Background: an optimization exercise with open tools, aiming at small area, a short achievable clock period and few clock cycles. Do not read the settings as production practice.
In this exercise RTL edits were held to simulation tests only and were not proved equivalent to the original.

rev 12:
==> flow/design.v (excerpt) <==
module processor #(
    parameter ROWS        = 256,
    parameter SPIKES      = 16,
    parameter PE_COUNT    = 16,
    parameter WEIGHT_WIDTH = 16,
    parameter ACC_WIDTH   = 16,
    parameter NO_WIDTH    = 8,
    parameter VMEM_WIDTH    = 16,
    parameter THRESH_WIDTH  = 16,
    parameter LEAK_WIDTH    = 16,
    parameter REFRAC_WIDTH  = 4
) (
    input  wire clk,
    input  wire rst_n,
    input  wire                        task_valid,
    output wire                        task_ready,
    input  wire [$clog2(ROWS)-1:0]     task_row_id,
    input  wire [$clog2(ROWS)-1:0]     task_prefix_id,
    input  wire [SPIKES-1:0]           task_pattern,
    output wire [$clog2(SPIKES*PE_COUNT)-1:0] weight_addr,
    input  wire [WEIGHT_WIDTH-1:0] weight_data,
    output wire                    weight_rd_en,
    output wire [$clog2(ROWS)-1:0]     output_rd_addr,
    output wire [$clog2(ROWS)-1:0]     output_wr_addr,
    input  wire [PE_COUNT*ACC_WIDTH-1:0] output_rd_data,
    output wire [PE_COUNT*ACC_WIDTH-1:0] output_wr_data,
    output wire                        output_wr_en,
    input  wire [THRESH_WIDTH-1:0]     cfg_threshold,
    input  wire [LEAK_WIDTH-1:0]       cfg_leak,
    input  wire [VMEM_WIDTH-1:0]       cfg_reset_potential,
    input  wire [REFRAC_WIDTH-1:0]     cfg_refractory,
    input  wire                        lif_enable,
    input  wire                        timestep_end,
    output wire [PE_COUNT-1:0]         spike_out,
    output reg                         spike_valid,
    input  wire [$clog2(PE_COUNT)-1:0] vmem_rd_idx,
    output wire [VMEM_WIDTH-1:0]       vmem_rd_data,
    output wire                        proc_busy,
    output wire                        proc_done
);
Settings: LEC_CHECK=0, ABC_AREA=1, CAP_MARGIN=40, CORE_MARGIN=2, CORE_UTILIZATION=55, PLACE_DENSITY=0.65, SETUP_SLACK_MARGIN=2.0, SLEW_MARGIN=40; clock period 28.0 ns.
standard.sh (not shown) runs the stock make flow with config.mk's settings and CLKGATE_MAP_FILE= SYNTH_SCRIPT=/design/flow/synth_recipe.tcl, a recipe that flattens the netlist after the stock synthesis.
==> flow/flow/run.sh <==
#!/bin/bash
set -euo pipefail
bash standard.sh SETUP_SLACK_MARGIN=15 MAX_REPAIR_ANTENNAS_ITER_DRT=10 finish > standard_flow.log 2>&1
Testbench counts of rev 12, summed over its fixed seeds: cycles 12,290.
Modified inputs, rev 13 compared to rev 12
==> flow/flow/run.sh <==
#!/bin/bash
set -euo pipefail
bash standard.sh SETUP_SLACK_MARGIN=15.5 MAX_REPAIR_ANTENNAS_ITER_DRT=10 finish > standard_flow.log 2>&1
diff --git a/flow/config.mk b/flow/config.mk
--- a/flow/config.mk
+++ b/flow/config.mk
@@ -9,6 +9,8 @@
 export CAP_MARGIN = 40
 export CORE_MARGIN = 2
-export CORE_UTILIZATION = 55
-export PLACE_DENSITY = 0.65
+export CORE_UTILIZATION = 65
+export CTS_CLUSTER_DIAMETER = 100
+export CTS_CLUSTER_SIZE = 30
+export PLACE_DENSITY = 0.72
 export SETUP_SLACK_MARGIN = 2.0
 export SLEW_MARGIN = 40
### Flow results
Rev 13 did not finish; a tool error ended it in 5_1_grt. Diff rev 12..rev 13 | cell area after synthesis | unchanged. Rev 13 -> rev 12: net count of the mapped netlist delta 0, exact match. The run showing the greater number of H-tree levels is rev 12. Compare rev 12 and rev 13 | final weighted congestion of routability-driven global placement higher: rev 13. Post-place instance area ended up 0.57% lower on rev 13 than on rev 12. In the metrics for rev 12 and rev 13, the one carrying the higher CTS buffer count is rev 12. Die height was lower in rev 13 than in rev 12. Portion of netlist area occupied by mux cells: rev 12 vs rev 13, no meaningful difference. Worst-case setup slack after placement, rev 12 and rev 13, higher one = rev 13. Reported for rev 12 and rev 13, synthesized instance count turned out identical to the last digit. Summary: with rev 12 as the reference, die span in x in rev 13 moved down by a little under 10%.


Another version of the RTL of processor (not shown whole).
For scale: roughly 5,700 flip-flops, ~680 I/O pins, about 300,000 µm² of cells after synthesis.
Design processor, start of the top module:
module processor #(
    parameter ROWS        = 256,
    parameter SPIKES      = 16,
    parameter PE_COUNT    = 16,
    parameter WEIGHT_WIDTH = 16,
    parameter ACC_WIDTH   = 16,
    parameter NO_WIDTH    = 8,
    parameter VMEM_WIDTH    = 16,
    parameter THRESH_WIDTH  = 16,
    parameter LEAK_WIDTH    = 16,
    parameter REFRAC_WIDTH  = 4
) (
    input  wire clk,
    input  wire rst_n,
    input  wire                        task_valid,
    output wire                        task_ready,
    input  wire [$clog2(ROWS)-1:0]     task_row_id,
    input  wire [$clog2(ROWS)-1:0]     task_prefix_id,
    input  wire [SPIKES-1:0]           task_pattern,
    output wire [$clog2(SPIKES*PE_COUNT)-1:0] weight_addr,
    input  wire [WEIGHT_WIDTH-1:0] weight_data,
    output wire                    weight_rd_en,
    output wire [$clog2(ROWS)-1:0]     output_rd_addr,
    output wire [$clog2(ROWS)-1:0]     output_wr_addr,
    input  wire [PE_COUNT*ACC_WIDTH-1:0] output_rd_data,
    output wire [PE_COUNT*ACC_WIDTH-1:0] output_wr_data,
    output wire                        output_wr_en,
    input  wire [THRESH_WIDTH-1:0]     cfg_threshold,
    input  wire [LEAK_WIDTH-1:0]       cfg_leak,
    input  wire [VMEM_WIDTH-1:0]       cfg_reset_potential,
    input  wire [REFRAC_WIDTH-1:0]     cfg_refractory,
    input  wire                        lif_enable,
    input  wire                        timestep_end,
    output wire [PE_COUNT-1:0]         spike_out,
    output reg                         spike_valid,
    input  wire [$clog2(PE_COUNT)-1:0] vmem_rd_idx,
    output wire [VMEM_WIDTH-1:0]       vmem_rd_data,
    output wire                        proc_busy,
    output wire                        proc_done
);
export LEC_CHECK = 0
export ABC_AREA = 1
export CAP_MARGIN = 40
export CORE_MARGIN = 2
export CORE_UTILIZATION = 55
export CTS_CLUSTER_DIAMETER = 70
export CTS_CLUSTER_SIZE = 22
export PLACE_DENSITY = 0.65
export SETUP_SLACK_MARGIN = 2.0
export SLEW_MARGIN = 40
create_clock -name core_clock -period 28.0 [get_ports {clk}]
==> flow/flow/run.sh <==
#!/bin/bash
set -euo pipefail
bash standard.sh SETUP_SLACK_MARGIN=15.5 MAX_REPAIR_ANTENNAS_ITER_DRT=10 \
  "BUFFER_PORTS_ARGS=-buffer_cell sky130_fd_sc_hd__buf_2" finish > standard_flow.log 2>&1
Testbench counts at the start, summed over its fixed seeds: cycles 11,742.
Then changed:
- CTS_CLUSTER_DIAMETER: 70 -> 100
- CTS_CLUSTER_SIZE: 22 -> 26
- TNS_END_PERCENT: unset -> 5
Effect: Final area decreases by 2.1%; synthesized cell count is unchanged; sequential share of layout area went up by 0.74 points; hold slack gets worse by 6.7 ps; non-clock buffer count went down by 189; global-route usage went down by 0.31 points; cell count falls by 0.76%; die area does not change.
Then changed:
- TNS_END_PERCENT: 5 -> unset
What happened:
- The new run completed without violations
- setup slack improves by 67 ps
- fmax climbs by 0.52%
- critical path depth fell by 1
- sequential share of layout area shrinks by 0.41 points
- routed wire length is higher by 0.60%
- core utilization went up by 0.70 points
- area after synthesis is unchanged
- synthesized cell count does not change
- die area is unchanged
Then changed:
- CORE_UTILIZATION: 55 -> 60
- CTS_CLUSTER_SIZE: 26 -> 24
- PLACE_DENSITY: 0.65 -> 0.7
- TNS_END_PERCENT: unset -> 5
The changed run passed the timing, DRC and antenna checks. Cell area shrinks by 1.7%. Sequential cell count is unchanged. First-iteration DRC count increases by 2.7%. Via count barely changes. Setup slack loses 140 ps. Wire length drops by 2.9%. Critical path depth came out lower by 1. Global-route usage came out higher by 2.6 points. Final cell count decreases by 1.7%.

## what the ideal ports hide
In the flow no input, the clock included, has a driving cell. The finished layouts below were timed again as built, in two steps. Step 1 (the two cells are an assumption about what drives the block):
set clk [get_ports {clk}]
set_driving_cell -lib_cell sky130_fd_sc_hd__clkbuf_16 $clk
set_driving_cell -lib_cell sky130_fd_sc_hd__buf_2 [delete_from_list [all_inputs] $clk]
Step 2 times the ports against the registers' clock, not the clock port: input delays grow and output delays shrink by t, the midpoint of the rising clock arrivals with the driver on. Slacks: ideal / step 1 / step 2; pairs: ideal / step 1.
run	t, ns	setup slack, ns	worst register clock-pin slew, ns
rev 12	1.232	14.573 / 14.418 / 14.755	0.07 / 0.07
the first run of note 2	1.182	14.990 / 14.787 / 14.787	0.10 / 0.10
the second run of note 2	1.159	14.924 / 14.733 / 14.733	0.12 / 0.12
the third run of note 2	1.170	14.991 / 14.782 / 14.782	0.12 / 0.12
the fourth run of note 2	1.162	14.852 / 14.679 / 14.679	0.12 / 0.12
After both steps setup and hold are still met in every run listed. For the third run of note 2, which loses most, drivers alone change the setup slack by -0.209 ns; drivers and shift together by -0.209 ns.
